What follows belongs to an exercise in optimizing a design on an open flow for small area and a short achievable clock period; a production flow would make more cautious choices.

==> 01-28: inputs <==
==> flow/design.v (excerpt) <==
module fir(
	input			clk_100k,
	input			rst_n,
	input 	signed [8:0]	samp_in,
	output 	signed [8:0]	fir_out
);
clock: 16.0 ns
lec_check: 0
cap_margin: 20
core_margin: 2
core_utilization: 65
cts_buf_list: sky130_fd_sc_hd__clkbuf_8
cts_cluster_diameter: 60
cts_cluster_size: 16
slew_margin: 20
synth_hierarchical: 1
synth_minimum_keep_size: 0
tns_end_percent: 10
standard.sh (not shown) runs the stock make flow with config.mk's settings and CLKGATE_MAP_FILE= SYNTH_SCRIPT=/design/flow/synth_recipe.tcl, a recipe that flattens the netlist after the stock synthesis.
==> flow/flow/run.sh <==
#!/bin/bash
# The standard layout (standard.sh), with repair_timing asked to keep a setup margin:
# the constraints are unchanged, the margin only makes the timing repair work harder.
set -euo pipefail
MARGIN=${MARGIN:-11}
sed "s|\"\${@:-finish}\"|SETUP_SLACK_MARGIN=$MARGIN \"\${@:-finish}\"|" standard.sh > margin.sh
grep -q "SETUP_SLACK_MARGIN=$MARGIN" margin.sh
bash margin.sh > layout.log 2>&1
==> 08-05: changes against 01-28 <==
--- a/flow/design.v
+++ b/flow/design.v
@@ -1121,11 +1121,12 @@
 fir_ha g_24_ha (e0[18], {~samp_in[8]}, g_24_s, g_24_c);
 wire [24:0] fa = {e0[24], e0[23], e0[22], e0[21], e0[20], e0[19], g_24_s, g_23_s, g_22_s, g_20_s, g_18_s, g_16_s, g_12_c, g_10_c, g_8_c, g_6_c, g_6_s, g_3_c, g_2_c, g_1_c, g_1_s, e0[3], e0[2], e0[1], e0[0]};
 wire [24:0] fb = {1'b0, 1'b0, 1'b0, 1'b0, 1'b0, g_24_c, g_23_c, g_22_c, 1'b0, g_18_c, 1'b0, g_14_c, g_14_s, g_12_s, g_10_s, g_8_s, 1'b0, g_4_s, g_3_s, g_2_s, 1'b0, samp_in[2], samp_in[1], samp_in[0], 1'b0};
 wire [16:0] lo = {1'b0, fa[15:0]} + {1'b0, fb[15:0]};
 wire [8:0] hs = fa[24:16] + fb[24:16];
-reg [8:0] oh;
+wire [8:0] hs1 = fa[24:16] + fb[24:16] + 9'd1;
+reg [8:0] oh, oh1;
 reg oc;
 always @(posedge clk_100k or negedge rst_n) begin
 	if (!rst_n) begin
 		x0 <= 9'd0; x1 <= 9'd0; x2 <= 9'd0; x3 <= 9'd0; x4 <= 9'd0; x5 <= 9'd0; x6 <= 9'd0; x7 <= 9'd0; x8 <= 9'd0; x9 <= 9'd0; x10 <= 9'd0; x11 <= 9'd0; x12 <= 9'd0; x13 <= 9'd0; x14 <= 9'd0; x15 <= 9'd0; x16 <= 9'd0; x17 <= 9'd0;
 		rq2_0_0 <= 1'b0;
@@ -1209,11 +1210,11 @@
 		rq1_22_0 <= 1'b0;
 		rq1_22_1 <= 1'b0;
 		rq1_23_0 <= 1'b0;
 		rq1_23_1 <= 1'b0;
 		rq1_24_0 <= 1'b0;
-		oh <= 9'd0; oc <= 1'b0;
+		oh <= 9'd0; oh1 <= 9'd0; oc <= 1'b0;
 	end else begin
 		x0 <= samp_in; x1 <= x0; x2 <= x1; x3 <= x2; x4 <= x3; x5 <= x4; x6 <= x5; x7 <= x6; x8 <= x7; x9 <= x8; x10 <= x9; x11 <= x10; x12 <= x11; x13 <= x12; x14 <= x13; x15 <= x14; x16 <= x15; x17 <= x16;
 		rq2_0_0 <= h2_2_s;
 		rq2_0_1 <= h2_1_s;
 		rq2_1_0 <= h2_6_s;
@@ -1295,14 +1296,14 @@
 		rq1_22_0 <= h1_222_s;
 		rq1_22_1 <= h1_218_c;
 		rq1_23_0 <= h1_222_c;
 		rq1_23_1 <= h1_224_s;
 		rq1_24_0 <= h1_226_s;
-		oh <= hs; oc <= lo[16];
+		oh <= hs; oh1 <= hs1; oc <= lo[16];
 	end
 end
-wire [8:0] s = oh + {{8{1'b0}}, oc};
+wire [8:0] s = oc ? oh1 : oh;
 assign fir_out = s[8:0];
 endmodule
 module fir_fa(input a, input b, input c, output s, output co);
 assign {co, s} = a + b + c;
 endmodule
==> flow_summary.yaml <==
status:
  status: "complete, no violations"
setup_path:
  crit_end: "rq1_11_0"
yosys:
  ys_top_cells_by_count: "509 x fa_1, 301 x inv_1, 227 x dfrtp_1"
  synth.top_cells.by_area: "fa_1 46%, dfrtp_1 26%, ha_1 8.9%"
cells_and_area:
  nonClkBufAreaFrac: 0.0447
  diodes: 0
detailed_routing:
  dr.pass1.iters: 5
clock_network:
  cts_resized: 177
the above is filed under 01-28

==> flow_summary.yaml <==
status:
  status: "complete, no violations"
clock_network:
  cts_resized: 160
yosys:
  ys_top_cells_by_count: "509 x fa_1, 308 x inv_1, 236 x dfrtp_1"
  synth.top_cells.by_area: "fa_1 45%, dfrtp_1 26%, ha_1 8.7%"
cells_and_area:
  nonClkBufAreaFrac: 0.0487
  diodes: 1
detailed_routing:
  dr.pass1.iters: 4
the above is filed under 08-05

No run of this note included a check of the RTL's function; only the layout flow was run.

* * *

==> build 95 <==
fir, a different RTL version from the one above (not shown whole).
==> flow/design.v (excerpt) <==
module fir(
	input			clk_100k,
	input			rst_n,
	input 	signed [8:0]	samp_in,
	output 	signed [8:0]	fir_out
);
Settings: LEC_CHECK=0, CAP_MARGIN=20, CORE_MARGIN=2, CORE_UTILIZATION=65, SLEW_MARGIN=20, SYNTH_HIERARCHICAL=1, SYNTH_MINIMUM_KEEP_SIZE=0; clock period 16.0 ns.
run.sh (not shown) runs the stock make flow with config.mk's settings and CLKGATE_MAP_FILE= SYNTH_SCRIPT=/design/flow/synth_recipe.tcl, a recipe that flattens the netlist after the stock synthesis.
Stock flow here: none of the scripts above is used.
==> trial 41 (differences from build 95) <==
--- a/flow/config.mk
+++ b/flow/config.mk
@@ -7,7 +7,7 @@
 export LEC_CHECK = 0
 export CAP_MARGIN = 20
 export CORE_MARGIN = 2
-export CORE_UTILIZATION = 65
+export CORE_UTILIZATION = 40
 export SLEW_MARGIN = 20
 export SYNTH_HIERARCHICAL = 1
 export SYNTH_MINIMUM_KEEP_SIZE = 0
==> qor summary <==
Multi-input gate share of total cell area: build 95 62.7%; trial 41 61.6%
Dpl ws: build 95 8.19 ns; trial 41 8.36 ns
Result of the run: build 95 timing/DRC/antenna clean; trial 41 timing/DRC/antenna clean
Site row count: build 95 65; trial 41 83
Gr usage total: build 95 35.8%; trial 41 22.8%
TritonCTS Buffers: build 95 26; trial 41 27
Clock skew after layout: build 95 0.0211 ns; trial 41 0.0150 ns
Pin count of the biggest net entering global routing: build 95 89; trial 41 102
Die H: build 95 182 um; trial 41 231 um
CTS clock-pin slew for the worst setup and hold paths: build 95 0.07 ns; trial 41 0.06 ns
Post-DP HPWL: build 95 44.1 mm; trial 41 47.0 mm
Buffers, non-clock: build 95 70; trial 41 71
End of the worst hold path: build 95 x16[7]$_DFF_PN0_; trial 41 x17[4]$_DFF_PN0_
Number of nets in the final layout: build 95 2,099; trial 41 2,101
Routed vias: build 95 10,929; trial 41 10,918
Achievable Freq: build 95 131 MHz; trial 41 130 MHz
Routed length on met1: build 95 20.5 mm; trial 41 24.5 mm
First-pass GRT wire length: build 95 81.2 mm; trial 41 85.4 mm
Worst max-slew margin expressed relative to the limit: build 95 20.3%; trial 41 24.6%
Function was not checked in any run of this note: the RTL went through the layout flow alone.

==> afterwards: timing with drivers on the ports <==
No port has a modelled driver above. Below, the same layouts with a new extraction and two added sets of constraints. Step 1 sets driving cells, clkbuf_16 on the clock port and buf_2 on the other inputs (assumed; they add their load-dependent delay and slew). Step 2 moves the port delays by t, midway between the first and last clock arrival at a register: inputs arrive t later, outputs are due t later. That takes back most of the time a late clock gives input paths. a / b / c = ideal ports / drivers / drivers and shift; a / b = the first two.
| run | shift t [ns] | setup slack, ns | worst hold slack (ns) |
|---|---|---|---|
| 01-28 | 0.659 | 10.771 / 10.754 / 10.317 | 0.356 / 0.356 / 0.356 |
| 08-05 | 0.671 | 10.608 / 10.590 / 9.919 | 0.356 / 0.356 / 0.356 |
| build 95 | 0.603 | 8.377 / 8.377 / 8.377 | 0.377 / 0.377 / 0.377 |
| trial 41 | 0.617 | 8.329 / 8.329 / 8.329 | 0.372 / 0.372 / 0.372 |
After both steps every run listed still meets setup and hold. For 08-05, which loses most, drivers alone change the setup slack by -0.018 ns; drivers and shift together by -0.689 ns.
